Context: an optimization exercise on an open-source flow, tuned for small area, a short achievable clock period and few clock cycles. The choices shown serve that exercise and are no tape-out recipe. RTL that was checked went through simulation tests only; none was proved equivalent to the original. For run 1, only the layout was checked, not whether the RTL still works. Power figures rest on the tool's default switching activity, not on a simulated workload.

==> flow/design.v (outline; a module is shown in full before it is edited, if it fits) <==
// module mac: 391 lines
// module projeto: 49 lines
module projeto(
    input ck,
    input inicio,
    input rst,
    input [15:0] X,
    input [15:0] A,
    input [15:0] B,
    input [15:0] C,
    output pronto,
    output overflow,
    output [15:0] resultado
);
  // ...
==> flow/flow/run.sh <==
#!/bin/bash
# The standard layout (standard.sh) with these changes:
#  - the multiply-add tree, module mac, is laid out from flow/mac_cells.v, the
#    same circuit as mac in rtl/ula.v built from cells by hand (both are
#    generated by gen/mkhand.py), so that its partial products are single
#    NAND gates feeding full-adder cells of inverted polarity;
#  - synthesis skips Yosys's early "abc -fast" (SYNTH_ARGS=-noabc);
#  - port buffers use the smallest buffer, but for the X ports (buf_4).
# Registers and their names are those of the standard synthesis.
set -euo pipefail
export SYNTH_ARGS="-noabc"
export BUFFER_PORTS_ARGS="-buffer_cell sky130_fd_sc_hd__buf_1"
# ... except the X ports, whose buffers drive many gates (flow/xbuf.tcl)
export POST_GLOBAL_PLACE_TCL="$PWD/flow/xbuf.tcl"
# design.v with module mac replaced by the cell-level one
awk '/^module mac\(/ {skip = 1} !skip {print} skip && /^endmodule/ {skip = 0}' design.v > design_cells.v
grep -q '^module mac(' design_cells.v && { echo "module mac still in design_cells.v"; exit 1; }
cat flow/mac_cells.v >> design_cells.v
sed "s#CLKGATE_MAP_FILE= #CLKGATE_MAP_FILE= VERILOG_FILES=$PWD/design_cells.v #" standard.sh > standard_cells.sh
grep -q "VERILOG_FILES=$PWD/design_cells.v" standard_cells.sh
bash standard_cells.sh > standard.log 2>&1
==> flow/flow/xbuf.tcl <==
set db [ord::get_db]
set block [ord::get_db_block]
set big [$db findMaster sky130_fd_sc_hd__buf_4]
foreach bterm [$block getBTerms] {
  if { ![string match {X\[*} [$bterm getName]] } { continue }
  set net [$bterm getNet]
  foreach iterm [$net getITerms] {
    set inst [$iterm getInst]
    if { [string match sky130_fd_sc_hd__buf_* [[$inst getMaster] getName]] } {
      $inst swapMaster $big
      puts "xbuf: [$inst getName] of [$bterm getName] -> sky130_fd_sc_hd__buf_4"
    }
  }
}
==> flow/standard.sh <==
#!/bin/bash
# synth_recipe.tcl (not shown) runs the flow's synth.tcl, then flattens the netlist and writes it again
# the make line also repeats each setting of config.mk as NAME=value (left out here)
make -C /OpenROAD-flow-scripts/flow DESIGN_CONFIG=/design/flow/config.mk WORK_HOME=/design/flow/orfs CLKGATE_MAP_FILE= SYNTH_SCRIPT=/design/flow/synth_recipe.tcl "${@:-finish}"
==> flow/config.mk <==
export PLATFORM = sky130hd
export DESIGN_NAME = projeto
export DESIGN_NICKNAME = projeto
export VERILOG_FILES = /design/flow/design.v
export SDC_FILE = /design/flow/constraint.sdc
export NUM_CORES = 4
export LEC_CHECK = 0
export CAP_MARGIN = 20
export CORE_MARGIN = 2
export CORE_UTILIZATION = 60
export CTS_BUF_LIST = sky130_fd_sc_hd__clkbuf_4 sky130_fd_sc_hd__clkbuf_8
export SETUP_SLACK_MARGIN = 4.0
export SLEW_MARGIN = 20
==> flow/constraint.sdc <==
create_clock -name core_clock -period 9.5 [get_ports {ck}]
set_input_delay 1.9000 -clock core_clock [delete_from_list [all_inputs] [get_ports {ck}]]
set_output_delay 1.9000 -clock core_clock [all_outputs]
set_load 0.01 [all_outputs]
Not shown: flow/flow/mac_cells.v
==> report_table.html, run 1 <==
<table>
<tr><th>Metric</th><th>Value</th></tr>
<tr><th colspan="2">Run status</th></tr>
<tr><td>Result of the run</td><td>no timing/DRC/antenna violations</td></tr>
<tr><th colspan="2">Drt</th></tr>
<tr><td>Average routed wire per standard cell</td><td>20.8 microns</td></tr>
<tr><td>Routed length on met3</td><td>around 1.3 mm</td></tr>
<tr><td>Post-DRT Antenna Nets</td><td>0</td></tr>
<tr><th colspan="2">Layout</th></tr>
<tr><td>Final design utilization</td><td>about three quarters</td></tr>
<tr><th colspan="2">Synth</th></tr>
<tr><td>Synth area leaders</td><td>sky130_fd_sc_hd__fa_1, sky130_fd_sc_hd__dfxtp_1, sky130_fd_sc_hd__nand2_1, sky130_fd_sc_hd__buf_4, sky130_fd_sc_hd__mux2_2</td></tr>
<tr><td>Fraction of synthesized cell area in xor and xnor cells</td><td>6.25%</td></tr>
<tr><td>Area leader, netlist</td><td>sky130_fd_sc_hd__fa_1</td></tr>
<tr><td>Cell variety after synth</td><td>39</td></tr>
<tr><td>Post-synthesis compound-gate area fraction</td><td>3.98%</td></tr>
<tr><th colspan="2">Setup path</th></tr>
<tr><td>Largest delay share family, worst path</td><td>buffers and inverters</td></tr>
<tr><td>Worst Setup SP</td><td>X[12]</td></tr>
<tr><td>Max incr delay on CP</td><td>0.31 ns</td></tr>
<tr><td>Worst reg-to-reg setup slack</td><td>roughly 3.9 ns</td></tr>
<tr><td>Kind of launch point of the worst setup path</td><td>input pin</td></tr>
<tr><th colspan="2">STA</th></tr>
<tr><td>Upper clock frequency limit</td><td>164 MHz</td></tr>
<tr><td>Slew at the pin with the worst max-slew slack</td><td>0.845 ns</td></tr>
<tr><td>Worst clock skew</td><td>between 0.01 and 0.015 ns</td></tr>
<tr><td>Worst hold slack</td><td>0.843 ns</td></tr>
<tr><td>Number of hold violations in the final report</td><td>0</td></tr>
<tr><th colspan="2">Placement</th></tr>
<tr><td>Placed inst area</td><td>0.00495 sq mm</td></tr>
<tr><td>DP Wirelength</td><td>between 9 and 10 mm</td></tr>
<tr><th colspan="2">CTS</th></tr>
<tr><td>Clock Sinks</td><td>27</td></tr>
<tr><th colspan="2">Global route</th></tr>
<tr><td>Largest net degree at the start of global routing</td><td>19</td></tr>
<tr><th colspan="2">Power</th></tr>
<tr><td>Power density of the placed cells</td><td>412 mW/mm^2</td></tr>
<tr><th colspan="2">Floorplanning</th></tr>
<tr><td>Well-tap cell count</td><td>102</td></tr>
</table>
==> module mac, before the edit <==
module mac(
    input [15:0] a,
    input [15:0] v,
    input sel,
    output [15:0] m,
    input [15:0] x,
    input [15:0] kn,
    output [15:0] ra,
    output [15:0] rb,
    output [6:0] cn
);
    assign m = sel ? v : a;
    wire pp_0_0 = ~(m[0] & x[0]);
    wire pp_0_1 = ~(m[0] & x[1]);
    wire pp_0_2 = ~(m[0] & x[2]);
    wire pp_0_3 = ~(m[0] & x[3]);
    wire pp_0_4 = ~(m[0] & x[4]);
    wire pp_0_5 = ~(m[0] & x[5]);
    wire pp_0_6 = ~(m[0] & x[6]);
    wire pp_0_7 = ~(m[0] & x[7]);
    wire pp_0_8 = ~(m[0] & x[8]);
    wire pp_0_9 = ~(m[0] & x[9]);
    wire pp_0_10 = ~(m[0] & x[10]);
    wire pp_0_11 = ~(m[0] & x[11]);
    wire pp_0_12 = ~(m[0] & x[12]);
    wire pp_0_13 = ~(m[0] & x[13]);
    wire pp_0_14 = ~(m[0] & x[14]);
    wire pp_0_15 = ~(m[0] & x[15]);
    wire pp_1_0 = ~(m[1] & x[0]);
    wire pp_1_1 = ~(m[1] & x[1]);
    wire pp_1_2 = ~(m[1] & x[2]);
    wire pp_1_3 = ~(m[1] & x[3]);
    wire pp_1_4 = ~(m[1] & x[4]);
    wire pp_1_5 = ~(m[1] & x[5]);
    wire pp_1_6 = ~(m[1] & x[6]);
    wire pp_1_7 = ~(m[1] & x[7]);
    wire pp_1_8 = ~(m[1] & x[8]);
    wire pp_1_9 = ~(m[1] & x[9]);
    wire pp_1_10 = ~(m[1] & x[10]);
    wire pp_1_11 = ~(m[1] & x[11]);
    wire pp_1_12 = ~(m[1] & x[12]);
    wire pp_1_13 = ~(m[1] & x[13]);
    wire pp_1_14 = ~(m[1] & x[14]);
    wire pp_2_0 = ~(m[2] & x[0]);
    wire pp_2_1 = ~(m[2] & x[1]);
    wire pp_2_2 = ~(m[2] & x[2]);
    wire pp_2_3 = ~(m[2] & x[3]);
    wire pp_2_4 = ~(m[2] & x[4]);
    wire pp_2_5 = ~(m[2] & x[5]);
    wire pp_2_6 = ~(m[2] & x[6]);
    wire pp_2_7 = ~(m[2] & x[7]);
    wire pp_2_8 = ~(m[2] & x[8]);
    wire pp_2_9 = ~(m[2] & x[9]);
    wire pp_2_10 = ~(m[2] & x[10]);
    wire pp_2_11 = ~(m[2] & x[11]);
    wire pp_2_12 = ~(m[2] & x[12]);
    wire pp_2_13 = ~(m[2] & x[13]);
    wire pp_3_0 = ~(m[3] & x[0]);
    wire pp_3_1 = ~(m[3] & x[1]);
    wire pp_3_2 = ~(m[3] & x[2]);
    wire pp_3_3 = ~(m[3] & x[3]);
    wire pp_3_4 = ~(m[3] & x[4]);
    wire pp_3_5 = ~(m[3] & x[5]);
    wire pp_3_6 = ~(m[3] & x[6]);
    wire pp_3_7 = ~(m[3] & x[7]);
    wire pp_3_8 = ~(m[3] & x[8]);
    wire pp_3_9 = ~(m[3] & x[9]);
    wire pp_3_10 = ~(m[3] & x[10]);
    wire pp_3_11 = ~(m[3] & x[11]);
    wire pp_3_12 = ~(m[3] & x[12]);
    wire pp_4_0 = ~(m[4] & x[0]);
    wire pp_4_1 = ~(m[4] & x[1]);
    wire pp_4_2 = ~(m[4] & x[2]);
    wire pp_4_3 = ~(m[4] & x[3]);
    wire pp_4_4 = ~(m[4] & x[4]);
    wire pp_4_5 = ~(m[4] & x[5]);
    wire pp_4_6 = ~(m[4] & x[6]);
    wire pp_4_7 = ~(m[4] & x[7]);
    wire pp_4_8 = ~(m[4] & x[8]);
    wire pp_4_9 = ~(m[4] & x[9]);
    wire pp_4_10 = ~(m[4] & x[10]);
    wire pp_4_11 = ~(m[4] & x[11]);
    wire pp_5_0 = ~(m[5] & x[0]);
    wire pp_5_1 = ~(m[5] & x[1]);
    wire pp_5_2 = ~(m[5] & x[2]);
    wire pp_5_3 = ~(m[5] & x[3]);
    wire pp_5_4 = ~(m[5] & x[4]);
    wire pp_5_5 = ~(m[5] & x[5]);
    wire pp_5_6 = ~(m[5] & x[6]);
    wire pp_5_7 = ~(m[5] & x[7]);
    wire pp_5_8 = ~(m[5] & x[8]);
    wire pp_5_9 = ~(m[5] & x[9]);
    wire pp_5_10 = ~(m[5] & x[10]);
    wire pp_6_0 = ~(m[6] & x[0]);
    wire pp_6_1 = ~(m[6] & x[1]);
    wire pp_6_2 = ~(m[6] & x[2]);
    wire pp_6_3 = ~(m[6] & x[3]);
    wire pp_6_4 = ~(m[6] & x[4]);
    wire pp_6_5 = ~(m[6] & x[5]);
    wire pp_6_6 = ~(m[6] & x[6]);
    wire pp_6_7 = ~(m[6] & x[7]);
    wire pp_6_8 = ~(m[6] & x[8]);
    wire pp_6_9 = ~(m[6] & x[9]);
    wire pp_7_0 = ~(m[7] & x[0]);
    wire pp_7_1 = ~(m[7] & x[1]);
    wire pp_7_2 = ~(m[7] & x[2]);
    wire pp_7_3 = ~(m[7] & x[3]);
    wire pp_7_4 = ~(m[7] & x[4]);
    wire pp_7_5 = ~(m[7] & x[5]);
    wire pp_7_6 = ~(m[7] & x[6]);
    wire pp_7_7 = ~(m[7] & x[7]);
    wire pp_7_8 = ~(m[7] & x[8]);
    wire pp_8_0 = ~(m[8] & x[0]);
    wire pp_8_1 = ~(m[8] & x[1]);
    wire pp_8_2 = ~(m[8] & x[2]);
    wire pp_8_3 = ~(m[8] & x[3]);
    wire pp_8_4 = ~(m[8] & x[4]);
    wire pp_8_5 = ~(m[8] & x[5]);
    wire pp_8_6 = ~(m[8] & x[6]);
    wire pp_8_7 = ~(m[8] & x[7]);
    wire pp_9_0 = ~(m[9] & x[0]);
    wire pp_9_1 = ~(m[9] & x[1]);
    wire pp_9_2 = ~(m[9] & x[2]);
    wire pp_9_3 = ~(m[9] & x[3]);
    wire pp_9_4 = ~(m[9] & x[4]);
    wire pp_9_5 = ~(m[9] & x[5]);
    wire pp_9_6 = ~(m[9] & x[6]);
    wire pp_10_0 = ~(m[10] & x[0]);
    wire pp_10_1 = ~(m[10] & x[1]);
    wire pp_10_2 = ~(m[10] & x[2]);
    wire pp_10_3 = ~(m[10] & x[3]);
    wire pp_10_4 = ~(m[10] & x[4]);
    wire pp_10_5 = ~(m[10] & x[5]);
    wire pp_11_0 = ~(m[11] & x[0]);
    wire pp_11_1 = ~(m[11] & x[1]);
    wire pp_11_2 = ~(m[11] & x[2]);
    wire pp_11_3 = ~(m[11] & x[3]);
    wire pp_11_4 = ~(m[11] & x[4]);
    wire pp_12_0 = ~(m[12] & x[0]);
    wire pp_12_1 = ~(m[12] & x[1]);
    wire pp_12_2 = ~(m[12] & x[2]);
    wire pp_12_3 = ~(m[12] & x[3]);
    wire pp_13_0 = ~(m[13] & x[0]);
    wire pp_13_1 = ~(m[13] & x[1]);
    wire pp_13_2 = ~(m[13] & x[2]);
    wire pp_14_0 = ~(m[14] & x[0]);
    wire pp_14_1 = ~(m[14] & x[1]);
    wire pp_15_0 = ~(m[15] & x[0]);
    wire px1 = pp_0_15 ^ pp_10_5;
    wire px2 = pp_11_4 ^ pp_12_3;
    wire px3 = pp_13_2 ^ pp_14_1;
    wire px4 = pp_15_0 ^ pp_1_14;
    wire px5 = pp_2_13 ^ pp_3_12;
    wire px6 = pp_4_11 ^ pp_5_10;
    wire px7 = pp_6_9 ^ pp_7_8;
    wire px8 = pp_8_7 ^ pp_9_6;
    wire px9 = px1 ^ px2;
    wire px10 = px3 ^ px4;
    wire px11 = px5 ^ px6;
    wire px12 = px7 ^ px8;
    wire px13 = px10 ^ px11;
    wire px14 = px12 ^ px9;
    wire px15 = ~(px13 ^ px14);
    wire s16 = pp_0_1 ^ pp_1_0 ^ kn[1];
    wire c17 = (pp_0_1 & pp_1_0) | (pp_0_1 & kn[1]) | (pp_1_0 & kn[1]);
    wire s18 = pp_0_2 ^ pp_1_1 ^ pp_2_0;
    wire c19 = (pp_0_2 & pp_1_1) | (pp_0_2 & pp_2_0) | (pp_1_1 & pp_2_0);
    wire s20 = kn[2] ^ s18 ^ c17;
    wire c21 = (kn[2] & s18) | (kn[2] & c17) | (s18 & c17);
    wire s22 = pp_0_3 ^ pp_1_2 ^ pp_2_1;
    wire c23 = (pp_0_3 & pp_1_2) | (pp_0_3 & pp_2_1) | (pp_1_2 & pp_2_1);
    wire s24 = pp_3_0 ^ kn[3] ^ c19;
    wire c25 = (pp_3_0 & kn[3]) | (pp_3_0 & c19) | (kn[3] & c19);
    wire s26 = s22 ^ s24 ^ c21;
    wire c27 = (s22 & s24) | (s22 & c21) | (s24 & c21);
    wire s28 = pp_0_4 ^ pp_1_3 ^ pp_2_2;
    wire c29 = (pp_0_4 & pp_1_3) | (pp_0_4 & pp_2_2) | (pp_1_3 & pp_2_2);
    wire s30 = pp_3_1 ^ pp_4_0 ^ kn[4];
    wire c31 = (pp_3_1 & pp_4_0) | (pp_3_1 & kn[4]) | (pp_4_0 & kn[4]);
    wire s32 = c23 ^ s28 ^ s30;
    wire c33 = (c23 & s28) | (c23 & s30) | (s28 & s30);
    wire s34 = c25 ^ s32 ^ c27;
    wire c35 = (c25 & s32) | (c25 & c27) | (s32 & c27);
    wire s36 = pp_0_5 ^ pp_1_4 ^ pp_2_3;
    wire c37 = (pp_0_5 & pp_1_4) | (pp_0_5 & pp_2_3) | (pp_1_4 & pp_2_3);
    wire s38 = pp_3_2 ^ pp_4_1 ^ pp_5_0;
    wire c39 = (pp_3_2 & pp_4_1) | (pp_3_2 & pp_5_0) | (pp_4_1 & pp_5_0);
    wire s40 = kn[5] ^ c29 ^ s36;
    wire c41 = (kn[5] & c29) | (kn[5] & s36) | (c29 & s36);
    wire s42 = s38 ^ c31 ^ s40;
    wire c43 = (s38 & c31) | (s38 & s40) | (c31 & s40);
    wire s44 = c33 ^ s42 ^ c35;
    wire c45 = (c33 & s42) | (c33 & c35) | (s42 & c35);
    wire s46 = pp_0_6 ^ pp_1_5 ^ pp_2_4;
    wire c47 = (pp_0_6 & pp_1_5) | (pp_0_6 & pp_2_4) | (pp_1_5 & pp_2_4);
    wire s48 = pp_3_3 ^ pp_4_2 ^ pp_5_1;
    wire c49 = (pp_3_3 & pp_4_2) | (pp_3_3 & pp_5_1) | (pp_4_2 & pp_5_1);
    wire s50 = pp_6_0 ^ kn[6] ^ c37;
    wire c51 = (pp_6_0 & kn[6]) | (pp_6_0 & c37) | (kn[6] & c37);
    wire s52 = c39 ^ s46 ^ s48;
    wire c53 = (c39 & s46) | (c39 & s48) | (s46 & s48);
    wire s54 = s50 ^ c41 ^ s52;
    wire c55 = (s50 & c41) | (s50 & s52) | (c41 & s52);
    wire s56 = ~(c43 ^ s54);
    wire c57 = c43 | s54;
    wire s58 = pp_0_7 ^ pp_1_6 ^ pp_2_5;
    wire c59 = (pp_0_7 & pp_1_6) | (pp_0_7 & pp_2_5) | (pp_1_6 & pp_2_5);
    wire s60 = pp_3_4 ^ pp_4_3 ^ pp_5_2;
    wire c61 = (pp_3_4 & pp_4_3) | (pp_3_4 & pp_5_2) | (pp_4_3 & pp_5_2);
    wire s62 = pp_6_1 ^ pp_7_0 ^ kn[7];
    wire c63 = (pp_6_1 & pp_7_0) | (pp_6_1 & kn[7]) | (pp_7_0 & kn[7]);
    wire s64 = c47 ^ c49 ^ s58;
    wire c65 = (c47 & c49) | (c47 & s58) | (c49 & s58);
    wire s66 = s60 ^ s62 ^ c51;
    wire c67 = (s60 & s62) | (s60 & c51) | (s62 & c51);
    wire s68 = c53 ^ s64 ^ s66;
    wire c69 = (c53 & s64) | (c53 & s66) | (s64 & s66);
    wire s70 = c55 ^ c57 ^ s68;
    wire c71 = (c55 & c57) | (c55 & s68) | (c57 & s68);
    wire s72 = pp_0_8 ^ pp_1_7 ^ pp_2_6;
    wire c73 = (pp_0_8 & pp_1_7) | (pp_0_8 & pp_2_6) | (pp_1_7 & pp_2_6);
    wire s74 = pp_3_5 ^ pp_4_4 ^ pp_5_3;
    wire c75 = (pp_3_5 & pp_4_4) | (pp_3_5 & pp_5_3) | (pp_4_4 & pp_5_3);
    wire s76 = pp_6_2 ^ pp_7_1 ^ pp_8_0;
    wire c77 = (pp_6_2 & pp_7_1) | (pp_6_2 & pp_8_0) | (pp_7_1 & pp_8_0);
    wire s78 = kn[8] ^ c59 ^ c61;
    wire c79 = (kn[8] & c59) | (kn[8] & c61) | (c59 & c61);
    wire s80 = s72 ^ s74 ^ s76;
    wire c81 = (s72 & s74) | (s72 & s76) | (s74 & s76);
    wire s82 = c63 ^ c65 ^ s78;
    wire c83 = (c63 & c65) | (c63 & s78) | (c65 & s78);
    wire s84 = s80 ^ c67 ^ s82;
    wire c85 = (s80 & c67) | (s80 & s82) | (c67 & s82);
    wire s86 = c69 ^ s84 ^ c71;
    wire c87 = (c69 & s84) | (c69 & c71) | (s84 & c71);
    wire s88 = pp_0_9 ^ pp_1_8 ^ pp_2_7;
    wire c89 = (pp_0_9 & pp_1_8) | (pp_0_9 & pp_2_7) | (pp_1_8 & pp_2_7);
    wire s90 = pp_3_6 ^ pp_4_5 ^ pp_5_4;
    wire c91 = (pp_3_6 & pp_4_5) | (pp_3_6 & pp_5_4) | (pp_4_5 & pp_5_4);
    wire s92 = pp_6_3 ^ pp_7_2 ^ pp_8_1;
    wire c93 = (pp_6_3 & pp_7_2) | (pp_6_3 & pp_8_1) | (pp_7_2 & pp_8_1);
    wire s94 = pp_9_0 ^ kn[9] ^ c73;
    wire c95 = (pp_9_0 & kn[9]) | (pp_9_0 & c73) | (kn[9] & c73);
    wire s96 = c75 ^ c77 ^ s88;
    wire c97 = (c75 & c77) | (c75 & s88) | (c77 & s88);
    wire s98 = s90 ^ s92 ^ s94;
    wire c99 = (s90 & s92) | (s90 & s94) | (s92 & s94);
    wire s100 = c79 ^ c81 ^ s96;
    wire c101 = (c79 & c81) | (c79 & s96) | (c81 & s96);
    wire s102 = s98 ^ c83 ^ s100;
    wire c103 = (s98 & c83) | (s98 & s100) | (c83 & s100);
    wire s104 = ~(c85 ^ s102);
    wire c105 = c85 | s102;
    wire s106 = pp_0_10 ^ pp_10_0 ^ pp_1_9;
    wire c107 = (pp_0_10 & pp_10_0) | (pp_0_10 & pp_1_9) | (pp_10_0 & pp_1_9);
    wire s108 = pp_2_8 ^ pp_3_7 ^ pp_4_6;
    wire c109 = (pp_2_8 & pp_3_7) | (pp_2_8 & pp_4_6) | (pp_3_7 & pp_4_6);
    wire s110 = pp_5_5 ^ pp_6_4 ^ pp_7_3;
    wire c111 = (pp_5_5 & pp_6_4) | (pp_5_5 & pp_7_3) | (pp_6_4 & pp_7_3);
    wire s112 = pp_8_2 ^ pp_9_1 ^ kn[10];
    wire c113 = (pp_8_2 & pp_9_1) | (pp_8_2 & kn[10]) | (pp_9_1 & kn[10]);
    wire s114 = c89 ^ c91 ^ c93;
    wire c115 = (c89 & c91) | (c89 & c93) | (c91 & c93);
    wire s116 = s106 ^ s108 ^ s110;
    wire c117 = (s106 & s108) | (s106 & s110) | (s108 & s110);
    wire s118 = s112 ^ c95 ^ c97;
    wire c119 = (s112 & c95) | (s112 & c97) | (c95 & c97);
    wire s120 = s114 ^ s116 ^ c99;
    wire c121 = (s114 & s116) | (s114 & c99) | (s116 & c99);
    wire s122 = s118 ^ c101 ^ s120;
    wire c123 = (s118 & c101) | (s118 & s120) | (c101 & s120);
    wire s124 = c103 ^ s122 ^ c105;
    wire c125 = (c103 & s122) | (c103 & c105) | (s122 & c105);
    wire s126 = pp_0_11 ^ pp_10_1 ^ pp_11_0;
    wire c127 = (pp_0_11 & pp_10_1) | (pp_0_11 & pp_11_0) | (pp_10_1 & pp_11_0);
    wire s128 = pp_1_10 ^ pp_2_9 ^ pp_3_8;
    wire c129 = (pp_1_10 & pp_2_9) | (pp_1_10 & pp_3_8) | (pp_2_9 & pp_3_8);
    wire s130 = pp_4_7 ^ pp_5_6 ^ pp_6_5;
    wire c131 = (pp_4_7 & pp_5_6) | (pp_4_7 & pp_6_5) | (pp_5_6 & pp_6_5);
    wire s132 = pp_7_4 ^ pp_8_3 ^ pp_9_2;
    wire c133 = (pp_7_4 & pp_8_3) | (pp_7_4 & pp_9_2) | (pp_8_3 & pp_9_2);
    wire s134 = kn[11] ^ c107 ^ c109;
    wire c135 = (kn[11] & c107) | (kn[11] & c109) | (c107 & c109);
    wire s136 = c111 ^ s126 ^ s128;
    wire c137 = (c111 & s126) | (c111 & s128) | (s126 & s128);
    wire s138 = s130 ^ s132 ^ c113;
    wire c139 = (s130 & s132) | (s130 & c113) | (s132 & c113);
    wire s140 = c115 ^ c117 ^ s134;
    wire c141 = (c115 & c117) | (c115 & s134) | (c117 & s134);
    wire s142 = s136 ^ s138 ^ c119;
    wire c143 = (s136 & s138) | (s136 & c119) | (s138 & c119);
    wire s144 = s140 ^ c121 ^ s142;
    wire c145 = (s140 & c121) | (s140 & s142) | (c121 & s142);
    wire s146 = c123 ^ s144 ^ c125;
    wire c147 = (c123 & s144) | (c123 & c125) | (s144 & c125);
    wire s148 = pp_0_12 ^ pp_10_2 ^ pp_11_1;
    wire c149 = (pp_0_12 & pp_10_2) | (pp_0_12 & pp_11_1) | (pp_10_2 & pp_11_1);
    wire s150 = pp_12_0 ^ pp_1_11 ^ pp_2_10;
    wire c151 = (pp_12_0 & pp_1_11) | (pp_12_0 & pp_2_10) | (pp_1_11 & pp_2_10);
    wire s152 = pp_3_9 ^ pp_4_8 ^ pp_5_7;
    wire c153 = (pp_3_9 & pp_4_8) | (pp_3_9 & pp_5_7) | (pp_4_8 & pp_5_7);
    wire s154 = pp_6_6 ^ pp_7_5 ^ pp_8_4;
    wire c155 = (pp_6_6 & pp_7_5) | (pp_6_6 & pp_8_4) | (pp_7_5 & pp_8_4);
    wire s156 = pp_9_3 ^ kn[12] ^ c127;
    wire c157 = (pp_9_3 & kn[12]) | (pp_9_3 & c127) | (kn[12] & c127);
    wire s158 = c129 ^ c131 ^ c133;
    wire c159 = (c129 & c131) | (c129 & c133) | (c131 & c133);
    wire s160 = s148 ^ s150 ^ s152;
    wire c161 = (s148 & s150) | (s148 & s152) | (s150 & s152);
    wire s162 = s154 ^ s156 ^ c135;
    wire c163 = (s154 & s156) | (s154 & c135) | (s156 & c135);
    wire s164 = c137 ^ c139 ^ s158;
    wire c165 = (c137 & c139) | (c137 & s158) | (c139 & s158);
    wire s166 = s160 ^ s162 ^ c141;
    wire c167 = (s160 & s162) | (s160 & c141) | (s162 & c141);
    wire s168 = s164 ^ c143 ^ s166;
    wire c169 = (s164 & c143) | (s164 & s166) | (c143 & s166);
    wire s170 = ~(c145 ^ s168);
    wire c171 = c145 | s168;
    wire s172 = pp_0_13 ^ pp_10_3 ^ pp_11_2;
    wire c173 = (pp_0_13 & pp_10_3) | (pp_0_13 & pp_11_2) | (pp_10_3 & pp_11_2);
    wire s174 = pp_12_1 ^ pp_13_0 ^ pp_1_12;
    wire c175 = (pp_12_1 & pp_13_0) | (pp_12_1 & pp_1_12) | (pp_13_0 & pp_1_12);
    wire s176 = pp_2_11 ^ pp_3_10 ^ pp_4_9;
    wire c177 = (pp_2_11 & pp_3_10) | (pp_2_11 & pp_4_9) | (pp_3_10 & pp_4_9);
    wire s178 = pp_5_8 ^ pp_6_7 ^ pp_7_6;
    wire c179 = (pp_5_8 & pp_6_7) | (pp_5_8 & pp_7_6) | (pp_6_7 & pp_7_6);
    wire s180 = pp_8_5 ^ pp_9_4 ^ kn[13];
    wire c181 = (pp_8_5 & pp_9_4) | (pp_8_5 & kn[13]) | (pp_9_4 & kn[13]);
    wire s182 = c149 ^ c151 ^ c153;
    wire c183 = (c149 & c151) | (c149 & c153) | (c151 & c153);
    wire s184 = c155 ^ s172 ^ s174;
    wire c185 = (c155 & s172) | (c155 & s174) | (s172 & s174);
    wire s186 = s176 ^ s178 ^ s180;
    wire c187 = (s176 & s178) | (s176 & s180) | (s178 & s180);
    wire s188 = c157 ^ c159 ^ c161;
    wire c189 = (c157 & c159) | (c157 & c161) | (c159 & c161);
    wire s190 = s182 ^ s184 ^ s186;
    wire c191 = (s182 & s184) | (s182 & s186) | (s184 & s186);
    wire s192 = c163 ^ c165 ^ s188;
    wire c193 = (c163 & c165) | (c163 & s188) | (c165 & s188);
    wire s194 = s190 ^ c167 ^ s192;
    wire c195 = (s190 & c167) | (s190 & s192) | (c167 & s192);
    wire s196 = c169 ^ s194 ^ c171;
    wire c197 = (c169 & s194) | (c169 & c171) | (s194 & c171);
    wire s198 = pp_0_14 ^ pp_10_4 ^ pp_11_3;
    wire c199 = (pp_0_14 & pp_10_4) | (pp_0_14 & pp_11_3) | (pp_10_4 & pp_11_3);
    wire s200 = pp_12_2 ^ pp_13_1 ^ pp_14_0;
    wire c201 = (pp_12_2 & pp_13_1) | (pp_12_2 & pp_14_0) | (pp_13_1 & pp_14_0);
    wire s202 = pp_1_13 ^ pp_2_12 ^ pp_3_11;
    wire c203 = (pp_1_13 & pp_2_12) | (pp_1_13 & pp_3_11) | (pp_2_12 & pp_3_11);
    wire s204 = pp_4_10 ^ pp_5_9 ^ pp_6_8;
    wire c205 = (pp_4_10 & pp_5_9) | (pp_4_10 & pp_6_8) | (pp_5_9 & pp_6_8);
    wire s206 = pp_7_7 ^ pp_8_6 ^ pp_9_5;
    wire c207 = (pp_7_7 & pp_8_6) | (pp_7_7 & pp_9_5) | (pp_8_6 & pp_9_5);
    wire s208 = kn[14] ^ c173 ^ c175;
    wire c209 = (kn[14] & c173) | (kn[14] & c175) | (c173 & c175);
    wire s210 = c177 ^ c179 ^ s198;
    wire c211 = (c177 & c179) | (c177 & s198) | (c179 & s198);
    wire s212 = s200 ^ s202 ^ s204;
    wire c213 = (s200 & s202) | (s200 & s204) | (s202 & s204);
    wire s214 = s206 ^ c181 ^ c183;
    wire c215 = (s206 & c181) | (s206 & c183) | (c181 & c183);
    wire s216 = c185 ^ s208 ^ s210;
    wire c217 = (c185 & s208) | (c185 & s210) | (s208 & s210);
    wire s218 = c187 ^ s212 ^ s214;
    wire c219 = (c187 & s212) | (c187 & s214) | (s212 & s214);
    wire s220 = c189 ^ c191 ^ s216;
    wire c221 = (c189 & c191) | (c189 & s216) | (c191 & s216);
    wire s222 = s218 ^ c193 ^ s220;
    wire c223 = (s218 & c193) | (s218 & s220) | (c193 & s220);
    wire s224 = ~(c195 ^ s222);
    wire c225 = c195 | s222;
    wire s226 = kn[15] ^ c199 ^ c201;
    wire c227 = (kn[15] & c199) | (kn[15] & c201) | (c199 & c201);
    wire s228 = c203 ^ c205 ^ c207;
    wire c229 = (c203 & c205) | (c203 & c207) | (c205 & c207);
    wire s230 = px15 ^ c209 ^ c211;
    wire c231 = (px15 & c209) | (px15 & c211) | (c209 & c211);
    wire s232 = c213 ^ s226 ^ s228;
    wire c233 = (c213 & s226) | (c213 & s228) | (s226 & s228);
    wire s234 = c215 ^ c217 ^ s230;
    wire c235 = (c215 & c217) | (c215 & s230) | (c217 & s230);
    wire s236 = s232 ^ c219 ^ c221;
    wire c237 = (s232 & c219) | (s232 & c221) | (c219 & c221);
    wire s238 = s234 ^ s236 ^ c223;
    wire c239 = (s234 & s236) | (s234 & c223) | (s236 & c223);
    assign ra = {c225, s224, s196, s170, s146, s124, s104, s86, s70, s56, s44, s34, s26, s20, s16, pp_0_0};
    assign rb = {s238, c197, 1'b1, c147, 1'b1, 1'b1, c87, 1'b1, 1'b1, c45, 1'b1, 1'b1, 1'b1, 1'b1, 1'b1, kn[0]};
    assign cn = {c239, c237, c235, c233, c231, c229, c227};
endmodule
==> module projeto, before the edit <==
module projeto(
    input ck,
    input inicio,
    input rst,
    input [15:0] X,
    input [15:0] A,
    input [15:0] B,
    input [15:0] C,
    output pronto,
    output overflow,
    output [15:0] resultado
);
    reg busy, pr, ov;
    reg [15:0] qa, qb;
    reg [1:0] ql;
    wire [16:0] v = ~(qa + qb + 17'd1);
    wire vo = ov | (|ql) | v[16];
    wire [15:0] m;       
    wire xz = ~|X;       
    wire [15:0] kn = ~((busy | xz) ? C : B);
    wire [15:0] ra, rb;
    wire [6:0] cn;
    mac u(.a(A), .v(v[15:0]), .sel(busy), .m(m), .x(X), .kn(kn), .ra(ra), .rb(rb), .cn(cn));
    reg hi;
    integer i;
    always @(*) begin
        hi = 1'b0;
        for (i = 1; i < 16; i = i + 1)
            hi = hi | (m[i] & (|(X >> (16 - i))));
    end
    wire po = hi | ~&cn[4:0];
    wire [1:0] pl = {~cn[5], ~cn[6]};
    always @(posedge ck) begin
        qa <= ra;
        qb <= rb;
        ql <= pl;
        ov <= po | (busy & vo);
        if (rst) begin
            busy <= 1'b0;
            pr   <= 1'b0;
        end else begin
            busy <= ~busy & inicio & ~xz;
            pr   <= busy | (~busy & inicio & xz);
        end
    end
    assign pronto = pr;
    assign resultado = v[15:0];
    assign overflow = vo;
endmodule
==> inputs of run 2 (changes only) <==
--- a/flow/design.v
+++ b/flow/design.v
@@ -6,3 +6,5 @@
     input [15:0] x,
-    input [15:0] kn,
+    input [15:0] b,
+    input [15:0] c,
+    output xz,
     output [15:0] ra,
@@ -12,2 +14,5 @@
     assign m = sel ? v : a;
+    assign xz = ~|x;
+    wire ksel = sel | xz;
+    wire [15:0] kn = ~(ksel ? c : b);
     wire pp_0_0 = ~(m[0] & x[0]);
@@ -409,7 +414,6 @@
     wire [15:0] m;       
-    wire xz = ~|X;       
-    wire [15:0] kn = ~((busy | xz) ? C : B);
+    wire xz;             
     wire [15:0] ra, rb;
     wire [6:0] cn;
-    mac u(.a(A), .v(v[15:0]), .sel(busy), .m(m), .x(X), .kn(kn), .ra(ra), .rb(rb), .cn(cn));
+    mac u(.a(A), .v(v[15:0]), .sel(busy), .m(m), .x(X), .b(B), .c(C), .xz(xz), .ra(ra), .rb(rb), .cn(cn));
     reg hi;
--- a/flow/flow/mac_cells.v
+++ b/flow/flow/mac_cells.v
@@ -8,3 +8,5 @@
     input [15:0] x,
-    input [15:0] kn,
+    input [15:0] b,
+    input [15:0] c,
+    output xz,
     output [15:0] ra,
@@ -29,2 +31,26 @@
     sky130_fd_sc_hd__mux2_2 g_m15 (.A0(a[15]), .A1(v[15]), .S(sel), .X(m[15]));
+    wire z0, z1, z2, z3, ksel;
+    wire [15:0] kn;
+    sky130_fd_sc_hd__nor4_1 g_z0 (.A(x[0]), .B(x[1]), .C(x[2]), .D(x[3]), .Y(z0));
+    sky130_fd_sc_hd__nor4_1 g_z1 (.A(x[4]), .B(x[5]), .C(x[6]), .D(x[7]), .Y(z1));
+    sky130_fd_sc_hd__nor4_1 g_z2 (.A(x[8]), .B(x[9]), .C(x[10]), .D(x[11]), .Y(z2));
+    sky130_fd_sc_hd__nor4_1 g_z3 (.A(x[12]), .B(x[13]), .C(x[14]), .D(x[15]), .Y(z3));
+    sky130_fd_sc_hd__and4_1 g_xz (.A(z0), .B(z1), .C(z2), .D(z3), .X(xz));
+    sky130_fd_sc_hd__or2_1 g_ksel (.A(sel), .B(xz), .X(ksel));
+    sky130_fd_sc_hd__mux2i_1 g_k0 (.A0(b[0]), .A1(c[0]), .S(ksel), .Y(kn[0]));
+    sky130_fd_sc_hd__mux2i_1 g_k1 (.A0(b[1]), .A1(c[1]), .S(ksel), .Y(kn[1]));
+    sky130_fd_sc_hd__mux2i_1 g_k2 (.A0(b[2]), .A1(c[2]), .S(ksel), .Y(kn[2]));
+    sky130_fd_sc_hd__mux2i_1 g_k3 (.A0(b[3]), .A1(c[3]), .S(ksel), .Y(kn[3]));
+    sky130_fd_sc_hd__mux2i_1 g_k4 (.A0(b[4]), .A1(c[4]), .S(ksel), .Y(kn[4]));
+    sky130_fd_sc_hd__mux2i_1 g_k5 (.A0(b[5]), .A1(c[5]), .S(ksel), .Y(kn[5]));
+    sky130_fd_sc_hd__mux2i_1 g_k6 (.A0(b[6]), .A1(c[6]), .S(ksel), .Y(kn[6]));
+    sky130_fd_sc_hd__mux2i_1 g_k7 (.A0(b[7]), .A1(c[7]), .S(ksel), .Y(kn[7]));
+    sky130_fd_sc_hd__mux2i_1 g_k8 (.A0(b[8]), .A1(c[8]), .S(ksel), .Y(kn[8]));
+    sky130_fd_sc_hd__mux2i_1 g_k9 (.A0(b[9]), .A1(c[9]), .S(ksel), .Y(kn[9]));
+    sky130_fd_sc_hd__mux2i_1 g_k10 (.A0(b[10]), .A1(c[10]), .S(ksel), .Y(kn[10]));
+    sky130_fd_sc_hd__mux2i_1 g_k11 (.A0(b[11]), .A1(c[11]), .S(ksel), .Y(kn[11]));
+    sky130_fd_sc_hd__mux2i_1 g_k12 (.A0(b[12]), .A1(c[12]), .S(ksel), .Y(kn[12]));
+    sky130_fd_sc_hd__mux2i_1 g_k13 (.A0(b[13]), .A1(c[13]), .S(ksel), .Y(kn[13]));
+    sky130_fd_sc_hd__mux2i_1 g_k14 (.A0(b[14]), .A1(c[14]), .S(ksel), .Y(kn[14]));
+    sky130_fd_sc_hd__mux2i_1 g_k15 (.A0(b[15]), .A1(c[15]), .S(ksel), .Y(kn[15]));
     wire xb0;
--- a/flow/config.mk
+++ b/flow/config.mk
@@ -11,3 +11,3 @@
 export CTS_BUF_LIST = sky130_fd_sc_hd__clkbuf_4 sky130_fd_sc_hd__clkbuf_8
-export SETUP_SLACK_MARGIN = 4.0
+export SETUP_SLACK_MARGIN = 4.2
 export SLEW_MARGIN = 20
==> run 2 against run 1 <==
Compared with the run above: final area down 1.1%; sequential cell count did not move; hold slack worse by 0.086 ns; global-route usage down 2.1 points; count of clock-buffer cells in the layout unchanged; register-to-register slack improved by 0.26 ns; combinational power fell by 6%; first-iteration DRC count fell by 3.5%.
==> report_table.html, run 2 <==
<table>
<tr><th>Metric</th><th>Value</th></tr>
<tr><th colspan="2">Drt</th></tr>
<tr><td>Post-DRT Antenna Nets</td><td>0 (unchanged)</td></tr>
<tr><td>Via Count</td><td>3833</td></tr>
<tr><td>Average routed wire per standard cell</td><td>20.6 microns (-0.75%)</td></tr>
<tr><td>Detailed-router iteration count before antenna repair</td><td>7</td></tr>
<tr><td>Via/cell ratio</td><td>5.94</td></tr>
<tr><td>1st-iter DRT viols</td><td>356</td></tr>
<tr><td>Post-detailed-routing wire length</td><td>13.3 mm</td></tr>
<tr><td>Post-route DRC</td><td>0</td></tr>
<tr><th colspan="2">CTS</th></tr>
<tr><td>CTS Root Buffer Type</td><td>sky130_fd_sc_hd__clkbuf_8</td></tr>
<tr><td>Post-CTS Hold Buffers</td><td>0</td></tr>
<tr><td>Clock Sinks</td><td>27 (unchanged)</td></tr>
<tr><td>Clock latency at the later pin of the worst-skew pair</td><td>0.28 ns</td></tr>
<tr><td>CTS Buffer Depth</td><td>2</td></tr>
<tr><td>Total clock buffers created by CTS</td><td>3</td></tr>
<tr><td>CTS clock-pin slew for the worst setup and hold paths</td><td>0.11 ns</td></tr>
<tr><td>CTS tree</td><td>built</td></tr>
<tr><td>H-tree level count</td><td>1</td></tr>
<tr><th colspan="2">Synth</th></tr>
<tr><td>EDFF count, synth</td><td>0</td></tr>
<tr><td>Area leader, netlist</td><td>sky130_fd_sc_hd__fa_1</td></tr>
<tr><td>Cell variety after synth</td><td>43 (+10%)</td></tr>
<tr><td>Flip-flop and latch count after synthesis</td><td>27</td></tr>
<tr><td>Most common cell in the netlist</td><td>sky130_fd_sc_hd__nand2_1</td></tr>
<tr><td>Yosys Warn Count</td><td>1</td></tr>
<tr><td>Post-synth design cell area</td><td>0.00467 sq mm</td></tr>
<tr><td>Leading cell types by count after synthesis</td><td>sky130_fd_sc_hd__nand2_1, sky130_fd_sc_hd__fa_1, sky130_fd_sc_hd__dfxtp_1</td></tr>
<tr><td>Sequential-to-total area share from yosys stat</td><td>11.6%</td></tr>
<tr><td>Total nets after synthesis</td><td>642</td></tr>
<tr><td>Count of mapped cells out of synthesis</td><td>460</td></tr>
<tr><td>Synth area leaders</td><td>sky130_fd_sc_hd__fa_1, sky130_fd_sc_hd__nand2_1, sky130_fd_sc_hd__dfxtp_1, sky130_fd_sc_hd__buf_4, sky130_fd_sc_hd__mux2_2</td></tr>
<tr><td>Primary FF master, synth</td><td>sky130_fd_sc_hd__dfxtp_1</td></tr>
<tr><td>Post-synth ARST share</td><td>0%</td></tr>
<tr><td>Mapped Avg Cell Area</td><td>slightly above 10 sq um</td></tr>
<tr><td>Fraction of post-synthesis cell area in the top cell type by area</td><td>46.3%</td></tr>
<tr><th colspan="2">Floorplanning</th></tr>
<tr><td># rows</td><td>32</td></tr>
<tr><td>Horiz. Die Dim</td><td>between 90 and 100 microns</td></tr>
<tr><td>Initial Utilization</td><td>between 60% and 70%</td></tr>
<tr><td>Placeable core area</td><td>0.00765 sq mm</td></tr>
<tr><td>Die footprint</td><td>0.00850 sq mm</td></tr>
<tr><td>Chip height</td><td>just over 90 microns</td></tr>
<tr><td># IOs</td><td>85</td></tr>
<tr><th colspan="2">Global route</th></tr>
<tr><td>Initial antenna violation count</td><td>0</td></tr>
<tr><td>GRT met3 Usage</td><td>4.52%</td></tr>
<tr><td>Number of global-route vias before repair</td><td>3834</td></tr>
<tr><td>Total track usage</td><td>a little under a third</td></tr>
<tr><td>Met1 track utilization from global routing</td><td>a little over two fifths</td></tr>
<tr><td>Largest net degree at the start of global routing</td><td>23 (+4)</td></tr>
<tr><td>Met2 usage</td><td>~54%</td></tr>
<tr><td>Layer with the highest usage after global routing</td><td>met2</td></tr>
<tr><td>Wire length of the first global-routing pass</td><td>20.1 mm</td></tr>
<tr><td>Total gr overflow</td><td>0</td></tr>
<tr><th colspan="2">STA</th></tr>
<tr><td>Worst clock skew</td><td>0.00509 ns (-0.00789 ns)</td></tr>
<tr><td>Unrepaired setup endpoints after global routing</td><td>yes</td></tr>
<tr><td>Number of setup violations in the final report</td><td>0</td></tr>
<tr><td>Final-layout setup total negative slack</td><td>0 ns</td></tr>
<tr><td>Clock period minus worst slack</td><td>5.57 ns</td></tr>
<tr><td>Worst slew margin relative to its limit</td><td>32.7%</td></tr>
<tr><td>Slew at the pin with the worst max-slew slack</td><td>1.01 ns (+0.164 ns)</td></tr>
<tr><td>Upper clock frequency limit</td><td>179 MHz (+9.7%)</td></tr>
<tr><td>Final worst path period share</td><td>around 59%</td></tr>
<tr><td>Count of final max-slew check failures</td><td>0</td></tr>
<tr><td>Setup slack after layout</td><td>just under 4 ns</td></tr>
<tr><td>Number of hold violations in the final report</td><td>0 (unchanged)</td></tr>
<tr><th colspan="2">Hold path</th></tr>
<tr><td>Hold WC Path Type</td><td>flop to flop</td></tr>
<tr><td>Launch instance of the worst min-delay path</td><td>ov</td></tr>
<tr><th colspan="2">Setup path</th></tr>
<tr><td>Kind of launch point of the worst setup path</td><td>input pin</td></tr>
<tr><td>Worst Setup SP</td><td>X[1]</td></tr>
<tr><td>Endpoint class of the critical path</td><td>flop</td></tr>
<tr><td>Critical path class</td><td>input pin to flop</td></tr>
<tr><td>Largest delay share family, worst path</td><td>adder cells</td></tr>
<tr><td>Arrival time of the worst setup path</td><td>5.80 ns</td></tr>
<tr><td>Slowest library cell on the worst path</td><td>sky130_fd_sc_hd__fa_1</td></tr>
<tr><td>R2R Path Start</td><td>qa[2]</td></tr>
<tr><td>WP buf/inv</td><td>3</td></tr>
<tr><td>Series of cell instances along the critical path</td><td>buf_4, buf_12, nor4_4, and4_1, or2_4, buf_6, mux2i_4, fa_1, fa_1, fa_1, fa_1, or2_1, fa_2</td></tr>
<tr><td>Most repeated library cell on the critical path</td><td>sky130_fd_sc_hd__fa_1</td></tr>
<tr><td>Maximum fanout along the worst path</td><td>5</td></tr>
<tr><td>CP Data Required Time</td><td>9.73 ns</td></tr>
<tr><td>Max incr delay on CP</td><td>0.54 ns (+0.23 ns)</td></tr>
<tr><th colspan="2">Layout</th></tr>
<tr><td>Fraction of layout cells with a size suffix above 1</td><td>16.4%</td></tr>
<tr><td>Register cell area after layout</td><td>541 sq um</td></tr>
<tr><td>Number of flip-flops in the largest register</td><td>16</td></tr>
<tr><td>Fill cells</td><td>approximately 560</td></tr>
<tr><td>Most flops, register</td><td>qa</td></tr>
<tr><td>Commonest non-fill, non-tap cells in the layout</td><td>sky130_fd_sc_hd__nand2_1, sky130_fd_sc_hd__fa_1, sky130_fd_sc_hd__buf_1, sky130_fd_sc_hd__dfxtp_1, sky130_fd_sc_hd__buf_4</td></tr>
<tr><td>Largest registers in the final layout</td><td>qa x16, qb x6, ql x2</td></tr>
<tr><td>Area occupied by multi-input gates</td><td>a little over 0.004 sq mm</td></tr>
<tr><td>Number of antenna diodes</td><td>0</td></tr>
<tr><td>Layout overhead on the synthesized area</td><td>18.1%</td></tr>
<tr><td>Final net count</td><td>726</td></tr>
<tr><td>Commonest non-fill, non-tap cell in the layout</td><td>sky130_fd_sc_hd__nand2_1</td></tr>
<tr><th colspan="2">Power</th></tr>
<tr><td>Peak supply drop</td><td>0.644 mV</td></tr>
<tr><td>Power density of the placed cells</td><td>398 mW/mm^2 (-3.5%)</td></tr>
<tr><td>Leakage power summed over all cells</td><td>1.93 nW</td></tr>
<tr><th colspan="2">Placement</th></tr>
<tr><td>DP Wirelength</td><td>9.69 mm (about the same)</td></tr>
<tr><td>Setup Slack @ Placement</td><td>approximately 3.3 ns</td></tr>
<tr><td>Port-buffer cells</td><td>84</td></tr>
<tr><th colspan="2">Run status</th></tr>
<tr><td>Result of the run</td><td>no timing/DRC/antenna violations</td></tr>
<tr><th colspan="2">Flow run</th></tr>
<tr><td>Maximum Capacitance Violations</td><td>0</td></tr>
</table>
==> run 2: cell types whose count changed after synthesis, sizes merged, moves of 3 or more <==
cell and delta:
nand3 -3, nand2 +7, a21oi -4, or3 +3, nand4 +3, nor2 +3
==> run 2: through the flow <==
stage | instances | utilization [%] | total power, mW | hold slack, ns | instance area (sq um)
after floorplan | 460 | - | 1.62 | 0.665 | 4680
after global placement | 621 | 64.5 | 1.92 | 0.720 | 4940
after detailed placement | 621 | 65.3 | 2.02 | 0.719 | 5000
final | 645 | 72.0 | 2.19 | 0.757 | 5510
after global routing | 645 | 72.0 | 2.41 | 0.836 | 5510
after CTS | 640 | 70.4 | 2.17 | 0.753 | 5390
==> run 2: metal layers <==
metal / vias to the layer above / part of all wire, %
li1: 1650 / -
met1: 1903 / 36
met2: 254 / 51
met3: 26 / 10
met4: 0 / 3.1
met5: - / 0
==> run 2: cell families (layout without fill, tap and decap cells) <==
kind of cell | after synthesis | after routing | share of synthesized area [%]
simple gates | 198 | 198 | 18.6
fa+ha+maj | 115 | 115 | 48.2
buf+inv | 34 | 117 | 4.83
mux | 33 | 33 | 7.51
xor+xnor | 30 | 30 | 5.63
flops | 27 | 27 | 11.6
compound gates | 23 | 23 | 3.67
==> run 2: timing repair <==
item	in CTS	in global routing
setup endpoints to repair	13	11
pin swaps	18	17
buffers inserted	15	5
gates resized for setup	51	16
==> run 2: worst paths after layout <==
| kind | endpoint | slack (ns) | cells past startpoint |
|---|---|---|---|
| max | qa[13] | 3.93 | 13 |
| min | ov | 0.76 | 5 |
| max reg2reg | qa[13] | 4.17 | 14 |
| min reg2reg | ov | 0.76 | 5 |
==> run 2: worst min-delay path, stage by stage, from the launching register on <==
cell and delay, ns:
sky130_fd_sc_hd__dfxtp_1 0.35, sky130_fd_sc_hd__o31ai_1 0.08, sky130_fd_sc_hd__nand2_1 0.07, sky130_fd_sc_hd__nor4b_2 0.05
sky130_fd_sc_hd__nand4_1 0.08, sky130_fd_sc_hd__a2111o_1 0.11
==> run 2: cell type report <==
type / instances / area share, %
inverter: 8 / 0.545
timing repair buffer: 105 / 12.6
sequential: 27 / 9.81
clock buffer: 3 / 0.749
multi-input combinational: 399 / 73.9
tap: 102 / 2.32
clock inverter: 1 / 0.0908
==> run 2: power breakdown <==
group | switching (mW) | internal (mW)
sequential | 0.0390 | 0.207
clock | 0.0414 | 0.0295
combinational | 0.996 | 0.879
Testbench counts of run 2, summed over its fixed seeds: cycles 4,523.
==> inputs of run 3 (changes only) <==
--- a/flow/config.mk
+++ b/flow/config.mk
@@ -11,3 +11,3 @@
 export CTS_BUF_LIST = sky130_fd_sc_hd__clkbuf_4 sky130_fd_sc_hd__clkbuf_8
-export SETUP_SLACK_MARGIN = 4.2
+export SETUP_SLACK_MARGIN = 3.8
 export SLEW_MARGIN = 20
==> run 3 against run 2 <==
Compared with the run above: count of clock-buffer cells in the layout did not move; synthesized cell count unchanged; first-iteration DRC count down 15%; sequential power barely moved; routed wire length decreased by 7.6%; non-clock buffer count is 15 lower; fmax fell by 2.2%; clock skew is essentially flat; hold slack gained 0.025 ns; sequential cell count is the same; critical path type unchanged; final area shrank 6.9%.
==> report_table.html, run 3 <==
<table>
<tr><th>Metric</th><th>Value</th></tr>
<tr><th colspan="2">Synth</th></tr>
<tr><td>Area leader, netlist</td><td>sky130_fd_sc_hd__fa_1</td></tr>
<tr><td>Post-synth ARST share</td><td>0% (unchanged)</td></tr>
<tr><td>Primary FF master, synth</td><td>sky130_fd_sc_hd__dfxtp_1</td></tr>
<tr><td>Flip-flop and latch count after synthesis</td><td>27 (unchanged)</td></tr>
<tr><td>Mapped Avg Cell Area</td><td>10.1 sq um (unchanged)</td></tr>
<tr><td>Largest family of logic cells by synthesized area</td><td>adder cells</td></tr>
<tr><td>Fraction of post-synthesis cell area in the top cell type by area</td><td>46.3% (unchanged)</td></tr>
<tr><td>Total nets after synthesis</td><td>642 (unchanged)</td></tr>
<tr><td>Multiplexer share of the synthesized area</td><td>7.51% (unchanged)</td></tr>
<tr><td>Yosys Warn Count</td><td>1 (unchanged)</td></tr>
<tr><td>Synth area leaders</td><td>sky130_fd_sc_hd__fa_1, sky130_fd_sc_hd__nand2_1, sky130_fd_sc_hd__dfxtp_1, sky130_fd_sc_hd__buf_4, sky130_fd_sc_hd__mux2_2</td></tr>
<tr><td>Sequential-to-total area share from yosys stat</td><td>11.6% (unchanged)</td></tr>
<tr><td>Cell variety after synth</td><td>43 (unchanged)</td></tr>
<tr><td>Post-synthesis share of cell area spent on and, or, nand and nor gates</td><td>18.6% (unchanged)</td></tr>
<tr><td>Post-synth design cell area</td><td>0.00467 sq mm (unchanged)</td></tr>
<tr><td>Fraction of synthesized cell area in xor and xnor cells</td><td>5.63% (unchanged)</td></tr>
<tr><td>Post-synthesis adder-cell area fraction</td><td>48.2% (unchanged)</td></tr>
<tr><td>EDFF count, synth</td><td>0 (unchanged)</td></tr>
<tr><td>Post-synthesis compound-gate area fraction</td><td>3.67% (unchanged)</td></tr>
<tr><td>Leading cell types by count after synthesis</td><td>sky130_fd_sc_hd__nand2_1, sky130_fd_sc_hd__fa_1, sky130_fd_sc_hd__dfxtp_1</td></tr>
<tr><td>Most common cell in the netlist</td><td>sky130_fd_sc_hd__nand2_1</td></tr>
<tr><td>Count of mapped cells out of synthesis</td><td>460 (unchanged)</td></tr>
<tr><th colspan="2">Run status</th></tr>
<tr><td>Result of the run</td><td>no timing/DRC/antenna violations</td></tr>
<tr><th colspan="2">STA</th></tr>
<tr><td>Count of final max-slew check failures</td><td>0 (unchanged)</td></tr>
<tr><td>Final-layout setup total negative slack</td><td>0 ns (unchanged)</td></tr>
<tr><td>Worst hold slack</td><td>0.782 ns (+0.0247 ns)</td></tr>
<tr><td>Slew at the pin with the worst max-slew slack</td><td>0.943 ns (-0.0656 ns)</td></tr>
<tr><td>Upper clock frequency limit</td><td>176 MHz (-2.2%)</td></tr>
<tr><td>Worst clock skew</td><td>0.00488 ns (-0.000202 ns)</td></tr>
<tr><td>Setup slack after layout</td><td>3.80 ns (-0.123 ns)</td></tr>
<tr><td>Number of setup violations in the final report</td><td>0 (unchanged)</td></tr>
<tr><td>Worst slew margin relative to its limit</td><td>35.5% (+2.8 points)</td></tr>
<tr><td>Clock period minus worst slack</td><td>5.70 ns (+0.123 ns)</td></tr>
<tr><td>Final worst path period share</td><td>59.9% (+1.3 points)</td></tr>
<tr><td>Number of hold violations in the final report</td><td>0 (unchanged)</td></tr>
<tr><td>Unrepaired setup endpoints after global routing</td><td>yes</td></tr>
<tr><th colspan="2">Global route</th></tr>
<tr><td>Number of global-route vias before repair</td><td>3883 (+1.3%)</td></tr>
<tr><td>GRT met3 Usage</td><td>4.85% (+0.33 points)</td></tr>
<tr><td>Initial antenna violation count</td><td>0 (unchanged)</td></tr>
<tr><td>Largest net degree at the start of global routing</td><td>23 (unchanged)</td></tr>
<tr><td>Met2 usage</td><td>54.0% (+0.37 points)</td></tr>
<tr><td>Total gr overflow</td><td>0 (unchanged)</td></tr>
<tr><td>Met1 track utilization from global routing</td><td>39.9% (-3.1 points)</td></tr>
<tr><td>Wire length of the first global-routing pass</td><td>19.6 mm (-2.2%)</td></tr>
<tr><td>Total track usage</td><td>31.0% (-0.50 points)</td></tr>
<tr><td>Layer with the highest usage after global routing</td><td>met2</td></tr>
<tr><th colspan="2">Layout</th></tr>
<tr><td>Fraction of layout cells with a size suffix above 1</td><td>10.8% (-5.6 points)</td></tr>
<tr><td>Post-route cell area</td><td>0.00513 sq mm (-6.9%)</td></tr>
<tr><td>Commonest non-fill, non-tap cell in the layout</td><td>sky130_fd_sc_hd__nand2_1</td></tr>
<tr><td>Number of antenna diodes</td><td>0 (unchanged)</td></tr>
<tr><td>Largest registers in the final layout</td><td>qa x16, qb x6, ql x2</td></tr>
<tr><td>Fill cells</td><td>620 (+10%)</td></tr>
<tr><td>Layout overhead on the synthesized area</td><td>9.90%</td></tr>
<tr><td>Number of flip-flops in the largest register</td><td>16 (unchanged)</td></tr>
<tr><td>Final non-filler cell total</td><td>630 (-2.3%)</td></tr>
<tr><td>Most flops, register</td><td>qa</td></tr>
<tr><td>Commonest non-fill, non-tap cells in the layout</td><td>sky130_fd_sc_hd__nand2_1, sky130_fd_sc_hd__fa_1, sky130_fd_sc_hd__buf_1, sky130_fd_sc_hd__dfxtp_1, sky130_fd_sc_hd__buf_4</td></tr>
<tr><td>Final net count</td><td>711 (-2.1%)</td></tr>
<tr><td>Final design utilization</td><td>67.0% (-5.0 points)</td></tr>
<tr><th colspan="2">Setup path</th></tr>
<tr><td>R2R Path Start</td><td>qa[2]</td></tr>
<tr><td>Series of cell instances along the critical path</td><td>buf_4, nor4_1, and4_1, or2_4, buf_4, mux2i_2, fa_1, fa_1, fa_1, fa_1, or2_1, fa_1</td></tr>
<tr><td>Critical path class</td><td>input pin to flop</td></tr>
<tr><td>Endpoint class of the critical path</td><td>flop</td></tr>
<tr><td>CP Data Required Time</td><td>9.65 ns (-0.08 ns)</td></tr>
<tr><td>Slowest library cell on the worst path</td><td>sky130_fd_sc_hd__fa_1</td></tr>
<tr><td>Worst reg-to-reg setup slack</td><td>4.17 ns (about the same)</td></tr>
<tr><td>Maximum fanout along the worst path</td><td>14 (+9)</td></tr>
<tr><td>Max incr delay on CP</td><td>0.51 ns (-0.03 ns)</td></tr>
<tr><td>FF-to-FF End</td><td>qa[13]</td></tr>
<tr><td>Most repeated library cell on the critical path</td><td>sky130_fd_sc_hd__fa_1</td></tr>
<tr><td>Worst-case reg-to-reg path depth</td><td>14 (unchanged)</td></tr>
<tr><td>Kind of launch point of the worst setup path</td><td>input pin</td></tr>
<tr><td>Arrival time of the worst setup path</td><td>5.85 ns (+0.05 ns)</td></tr>
<tr><th colspan="2">Flow run</th></tr>
<tr><td>Maximum Capacitance Violations</td><td>0 (unchanged)</td></tr>
<tr><th colspan="2">Floorplanning</th></tr>
<tr><td># rows</td><td>32 (unchanged)</td></tr>
<tr><td>Die footprint</td><td>0.00850 sq mm (unchanged)</td></tr>
<tr><td>Initial Utilization</td><td>61.0% (unchanged)</td></tr>
<tr><td>Horiz. Die Dim</td><td>92.2 microns (unchanged)</td></tr>
<tr><td># IOs</td><td>85 (unchanged)</td></tr>
<tr><td>Chip height</td><td>92.2 microns (unchanged)</td></tr>
<tr><td>Placeable core area</td><td>0.00765 sq mm (unchanged)</td></tr>
<tr><th colspan="2">Drt</th></tr>
<tr><td>Post-DRT Antenna Nets</td><td>0 (unchanged)</td></tr>
<tr><td>Post-route DRC</td><td>0 (unchanged)</td></tr>
<tr><td>Via Count</td><td>3729 (-2.7%)</td></tr>
<tr><td>Via/cell ratio</td><td>5.92 (-0.40%)</td></tr>
<tr><td>1st-iter DRT viols</td><td>302 (-15%)</td></tr>
<tr><td>Detailed-router iteration count before antenna repair</td><td>8 (+1)</td></tr>
<tr><td>Average routed wire per standard cell</td><td>19.5 microns (-5.4%)</td></tr>
<tr><td>Post-detailed-routing wire length</td><td>12.3 mm (-7.6%)</td></tr>
<tr><th colspan="2">Placement</th></tr>
<tr><td>Port-buffer cells</td><td>84 (unchanged)</td></tr>
<tr><td>Setup Slack @ Placement</td><td>3.38 ns (+0.0972 ns)</td></tr>
<tr><td>Placed Cells</td><td>620 (-0.16%)</td></tr>
<tr><td>Placed inst area</td><td>0.00498 sq mm (-0.40%)</td></tr>
<tr><td>DP Wirelength</td><td>9.89 mm (+2.1%)</td></tr>
<tr><th colspan="2">Hold path</th></tr>
<tr><td>Hold WC Path Type</td><td>flop to flop</td></tr>
<tr><td>Launch instance of the worst min-delay path</td><td>ov</td></tr>
<tr><td>Worst hold path stage count</td><td>5 (unchanged)</td></tr>
<tr><td>Worst hold path endpoint</td><td>ov</td></tr>
<tr><th colspan="2">CTS</th></tr>
<tr><td>Post-CTS Hold Buffers</td><td>0 (unchanged)</td></tr>
<tr><td>CTS tree</td><td>built</td></tr>
<tr><td>CTS clock-pin slew for the worst setup and hold paths</td><td>0.10 ns (about the same)</td></tr>
<tr><td>Clock latency at the later pin of the worst-skew pair</td><td>0.28 ns (about the same)</td></tr>
<tr><td>Clock Sinks</td><td>27 (unchanged)</td></tr>
<tr><td>H-tree level count</td><td>1 (unchanged)</td></tr>
<tr><td>Total clock buffers created by CTS</td><td>3 (unchanged)</td></tr>
<tr><td>CTS Root Buffer Type</td><td>sky130_fd_sc_hd__clkbuf_8</td></tr>
<tr><td>CTS Buffer Depth</td><td>2 (unchanged)</td></tr>
<tr><th colspan="2">Power</th></tr>
<tr><td>Leakage power summed over all cells</td><td>1.79 nW (-7.0%)</td></tr>
<tr><td>Total Power</td><td>2.09 mW (-4.7%)</td></tr>
<tr><td>Power density of the placed cells</td><td>408 mW/mm^2 (+2.4%)</td></tr>
<tr><td>Peak supply drop</td><td>0.512 mV (-20%)</td></tr>
</table>
run 3: cell counts after synthesis:
Identical to the previous run, type by type.
run 3: routing by layer:
metal / up-vias / part of all wire [%]
li1: 1620 / -
met1: 1815 / 38
met2: 252 / 51
met3: 42 / 7.8
met4: 0 / 3.1
met5: - / 0
run 3: layout make-up:
type / instances / area (sq um) / area share [%]
clock buffer: 3 / 41.3 / 0.805
inverter: 8 / 30.0 / 0.586
clock inverter: 1 / 5.00 / 0.0976
timing repair buffer: 90 / 420 / 8.20
multi-input combinational: 399 / 3960 / 77.3
tap: 102 / 128 / 2.49
sequential: 27 / 541 / 10.5
run 3: kinds of logic after synthesis:
kind of cell	count (synthesis)
muxes	33
and+or+nand+nor	198
xor gates and xnor gates	30
buffers and inverters	34
adders and majority gates	115
DFF	27
AOI/OAI and AO/OA	23
run 3: where the power goes:
part	switching (mW)	internal [mW]	total [mW]	leakage, nW
combinational	0.976	0.800	1.78	1.54
sequential	0.0373	0.207	0.245	0.227
clock	0.0393	0.0295	0.0688	0.0255
total	1.05	1.04	2.09	1.79
run 3: critical path: cells and delay by family:
kind / cells / cell delay (ns)
fa+ha+maj: 5 / 2.25
mux: 1 / 0.23
simple gates: 4 / 1.13
buf+inv: 2 / 0.34
run 3: worst max-delay path by stage:
stage / start / end / slack, ns / cells after the start
after CTS: X[8] / qa[13] / 3.85 / 11
final: X[4] / qa[13] / 3.80 / 12
after global placement: X[1] / qa[11] / 3.31 / 11
after detailed placement: X[8] / qa[13] / 3.38 / 11
after global routing: X[4] / qa[13] / 3.76 / 12
after floorplan: X[12] / qa[11] / 3.88 / 10
run 3: timing repair:
| action | CTS | global route |
|---|---|---|
| setup buffers | 3 | 3 |
| setup endpoints to repair | 6 | 5 |
| endpoints found under the hold margin | 0 | 0 |
| gates resized for setup | 0 | 11 |
| pin swaps | 0 | 3 |

[re-timing with driven ports]
Ports are ideal in the flow. The routed layouts listed here were re-timed in OpenROAD. Step 1 sets driving cells, clkbuf_16 on the clock port and buf_2 on the other inputs (assumed; they add their load-dependent delay and slew). Step 2 times the ports against the registers' clock, not the clock port: input delays grow and output delays shrink by t, the midpoint of the rising clock arrivals with the driver on. Slacks: ideal ports / drivers / drivers and shift; pairs: ideal ports / drivers.
run	t, ns	setup slack, ns	latest minus earliest clock arrival (ns)
run 1	0.317	3.389 / 3.376 / 3.059	0.013 / 0.013
run 2	0.307	3.928 / 3.911 / 3.604	0.005 / 0.005
run 3	0.308	3.805 / 3.805 / 3.496	0.005 / 0.005
After both steps every run listed still meets setup and hold. The setup slack of run 1, which loses most, moves by -0.013 ns with the drivers and by -0.330 ns with both steps.
